Context: an optimization exercise on an open-source flow, tuned for small area and a short achievable clock period. The choices shown serve that exercise and are no tape-out recipe.
Power figures rest on the tool's default switching activity, not on a simulated workload.

==> 04-10: inputs <==
// lab4
module lab4(Dout, Din, clk, reset);
output  [17:0]  Dout;
input   [7:0]   Din;
input           clk, reset;
reg [7:0] r0, r1, r2, r3, r4, r5, r6, r7, r8, r9, r10;
reg [16:0] s;
wire pas1, pac2;
ha upas1 (.a(r1[0]), .b(r7[0]), .s(pas1), .co(pac2));
wire pas3, pac4;
fa upas3 (.a(r1[1]), .b(r7[1]), .c(pac2), .s(pas3), .co(pac4));
wire pas5, pac6;
fa upas5 (.a(r1[2]), .b(r7[2]), .c(pac4), .s(pas5), .co(pac6));
wire pas7, pac8;
fa upas7 (.a(r1[3]), .b(r7[3]), .c(pac6), .s(pas7), .co(pac8));
wire pas9, pac10;
fa upas9 (.a(r1[4]), .b(r7[4]), .c(pac8), .s(pas9), .co(pac10));
wire pas11, pac12;
fa upas11 (.a(r1[5]), .b(r7[5]), .c(pac10), .s(pas11), .co(pac12));
wire pas13, pac14;
fa upas13 (.a(r1[6]), .b(r7[6]), .c(pac12), .s(pas13), .co(pac14));
wire pas15, pac16;
fa upas15 (.a(r1[7]), .b(r7[7]), .c(pac14), .s(pas15), .co(pac16));
wire n17 = ~pas1;
wire n18 = ~pas3;
wire n19 = ~pas5;
wire n20 = ~pas7;
wire n21 = ~pas9;
wire n22 = ~pas11;
wire n23 = ~pas13;
wire n24 = ~pas15;
wire n25 = ~pac16;
wire pbs26, pbc27;
ha upbs26 (.a(r2[0]), .b(r6[0]), .s(pbs26), .co(pbc27));
wire pbs28, pbc29;
fa upbs28 (.a(r2[1]), .b(r6[1]), .c(pbc27), .s(pbs28), .co(pbc29));
wire pbs30, pbc31;
fa upbs30 (.a(r2[2]), .b(r6[2]), .c(pbc29), .s(pbs30), .co(pbc31));
wire pbs32, pbc33;
fa upbs32 (.a(r2[3]), .b(r6[3]), .c(pbc31), .s(pbs32), .co(pbc33));
wire pbs34, pbc35;
fa upbs34 (.a(r2[4]), .b(r6[4]), .c(pbc33), .s(pbs34), .co(pbc35));
wire pbs36, pbc37;
fa upbs36 (.a(r2[5]), .b(r6[5]), .c(pbc35), .s(pbs36), .co(pbc37));
wire pbs38, pbc39;
fa upbs38 (.a(r2[6]), .b(r6[6]), .c(pbc37), .s(pbs38), .co(pbc39));
wire pbs40, pbc41;
fa upbs40 (.a(r2[7]), .b(r6[7]), .c(pbc39), .s(pbs40), .co(pbc41));
wire pcs42, pcc43;
ha upcs42 (.a(r3[0]), .b(r5[0]), .s(pcs42), .co(pcc43));
wire pcs44, pcc45;
fa upcs44 (.a(r3[1]), .b(r5[1]), .c(pcc43), .s(pcs44), .co(pcc45));
wire pcs46, pcc47;
fa upcs46 (.a(r3[2]), .b(r5[2]), .c(pcc45), .s(pcs46), .co(pcc47));
wire pcs48, pcc49;
fa upcs48 (.a(r3[3]), .b(r5[3]), .c(pcc47), .s(pcs48), .co(pcc49));
wire pcs50, pcc51;
fa upcs50 (.a(r3[4]), .b(r5[4]), .c(pcc49), .s(pcs50), .co(pcc51));
wire pcs52, pcc53;
fa upcs52 (.a(r3[5]), .b(r5[5]), .c(pcc51), .s(pcs52), .co(pcc53));
wire pcs54, pcc55;
fa upcs54 (.a(r3[6]), .b(r5[6]), .c(pcc53), .s(pcs54), .co(pcc55));
wire pcs56, pcc57;
  ...
Settings: LEC_CHECK=0, CAP_MARGIN=20, CORE_MARGIN=2, CORE_UTILIZATION=40, SETUP_SLACK_MARGIN=5, SLEW_MARGIN=20, SYNTH_HIERARCHICAL=1, SYNTH_MINIMUM_KEEP_SIZE=0; clock period 13.0 ns.
run.sh (not shown) runs the stock make flow with config.mk's settings and CLKGATE_MAP_FILE= SYNTH_SCRIPT=/design/flow/synth_recipe.tcl, a recipe that flattens the netlist after the stock synthesis.
==> 09-15 (differences from 04-10) <==
- SETUP_SLACK_MARGIN: 5 -> default
==> notes.md <==
- In flip-flop and latch count, 09-15 and 04-10 do not differ.
- In sequential power, 04-10 and 09-15 hardly differ.
- Against 09-15, the fmax of 04-10 is larger by 11%.
- Between 09-15 and 04-10, the lower routed wire length is in 09-15 (gap about 0.8%, measured against 04-10).
- In 09-15 the total power is lower than in 04-10, by about 0.8%.
Function was not checked in any run of this note: the RTL went through the layout flow alone.


==> nickel <==
Another version of the RTL of lab4 (not shown whole).
==> flow/config.mk <==
export PLATFORM = sky130hd
export DESIGN_NAME = lab4
export DESIGN_NICKNAME = lab4
export VERILOG_FILES = /design/flow/design.v
export SDC_FILE = /design/flow/constraint.sdc
export NUM_CORES = 4
export LEC_CHECK = 0
export CAP_MARGIN = 20
export CORE_MARGIN = 2
export CORE_UTILIZATION = 40
export SETUP_SLACK_MARGIN = 5
export SLEW_MARGIN = 20
export SYNTH_HIERARCHICAL = 1
export SYNTH_MINIMUM_KEEP_SIZE = 0
==> flow/constraint.sdc <==
create_clock -name core_clock -period 13.0 [get_ports {clk}]
set_input_delay 2.6000 -clock core_clock [delete_from_list [all_inputs] [get_ports {clk}]]
set_output_delay 2.6000 -clock core_clock [all_outputs]
set_load 0.01 [all_outputs]
==> violet: changes against nickel <==
==> flow/flow/run.sh (new file) <==
#!/bin/bash
# Standard layout (the standard.sh), with a larger setup-slack margin for
# the resizer's repair_timing so that it keeps shortening the critical paths.
set -euo pipefail
MARGIN=7
sed -e "s/\"\${@:-finish}\"/SETUP_SLACK_MARGIN=$MARGIN \"\${@:-finish}\"/" standard.sh > standard_margin.sh
grep -q "SETUP_SLACK_MARGIN=$MARGIN" standard_margin.sh
bash standard_margin.sh > standard.log 2>&1
==> flow/standard.sh (new file) <==
#!/bin/bash
# synth_recipe.tcl (not shown) runs the flow's synth.tcl, then flattens the netlist and writes it again
# the make line also repeats each setting of config.mk as NAME=value (left out here)
make -C /OpenROAD-flow-scripts/flow DESIGN_CONFIG=/design/flow/config.mk WORK_HOME=/design/flow/orfs CLKGATE_MAP_FILE= SYNTH_SCRIPT=/design/flow/synth_recipe.tcl "${@:-finish}"
SETUP_SLACK_MARGIN = unset   (was 5)
removed: flow/run.sh
==> indigo: changes against nickel <==
SETUP_SLACK_MARGIN = unset   (was 5)
==> qor summary <==
	indigo	violet	nickel
Setup slack after layout	3.58 ns	4.98 ns	4.94 ns
Post-CTS setup-driven buffer insertion count	0	26	10
First element of the critical path	Din[7]	Din[4]	Din[4]
Part of the power in registers	0.272	0.245	0.269
Hold Crit Start	r8[4]	r8[7]	r8[4]
Cell Count, Final, Fillers Out	802	836	820
Run status	finished clean	finished clean	finished clean
Total Routed Length	13,600 um	14,500 um	14,100 um
Final period utilization	0.725	0.617	0.620
Net count of the finished layout	782	816	800
Layout buffer count excluding clock buffers	27	61	45
Final-layout non-clock buffer area share	0.0320	0.0604	0.0482
Worst skew pair latency	0.35 ns	0.36 ns	0.35 ns
Critical-path cell with the highest stage delay	clkdlybuf4s50_1	fa_2	fa_2
Detail-routed via count per cell	4.69	4.78	4.70
Sequential cell area in the final layout	2100 um^2	2120 um^2	2110 um^2
Number of DRC markers after the initial detailed-route iteration	130	158	144
Global placer's final weighted congestion	0.835	0.842	0.835
Routed met1 length	6260 um	6220 um	6540 um
Levels on crit path	11	11	12
Share of cell area taken by flip-flops and latches	0.256	0.238	0.249
Max rail drop VDD	0.169 mV	0.158 mV	0.177 mV
Multi-input gate share of total cell area	0.614	0.612	0.609
Function was not checked in any run of this note: the RTL went through the layout flow alone.

## re-timing with driven ports
No port has a modelled driver above. Below, the same layouts with a new extraction and two added sets of constraints. Step 1 sets driving cells, clkbuf_16 on the clock port and buf_2 on the other inputs (assumed; they add their load-dependent delay and slew). Step 2 adds t to the input delays and takes it off the output delays; t is the mean of the earliest and latest rising clock arrival at the registers after step 1. Input paths then give back, and output paths get back, about the clock's delay inside the block. a / b / c = ideal ports / drivers / drivers and shift; a / b = the first two.
run	t (ns)	setup slack, ns	worst setup path at the end	clock arrival spread, ns	cell pins on the clock port's net
04-10	0.397	5.077 / 5.050 / 5.050	input to output	0.010 / 0.010	1
09-15	0.397	4.197 / 4.171 / 4.171	input to output	0.010 / 0.010	1
nickel	0.387	4.943 / 4.884 / 4.784	input to register	0.013 / 0.012	1
violet	0.390	4.975 / 4.921 / 4.921	input to output	0.018 / 0.018	1
indigo	0.388	3.580 / 3.557 / 3.557	input to output	0.013 / 0.013	1
After both steps every run listed still meets setup and hold. The setup slack of nickel, which loses most, moves by -0.059 ns with the drivers and by -0.159 ns with both steps.
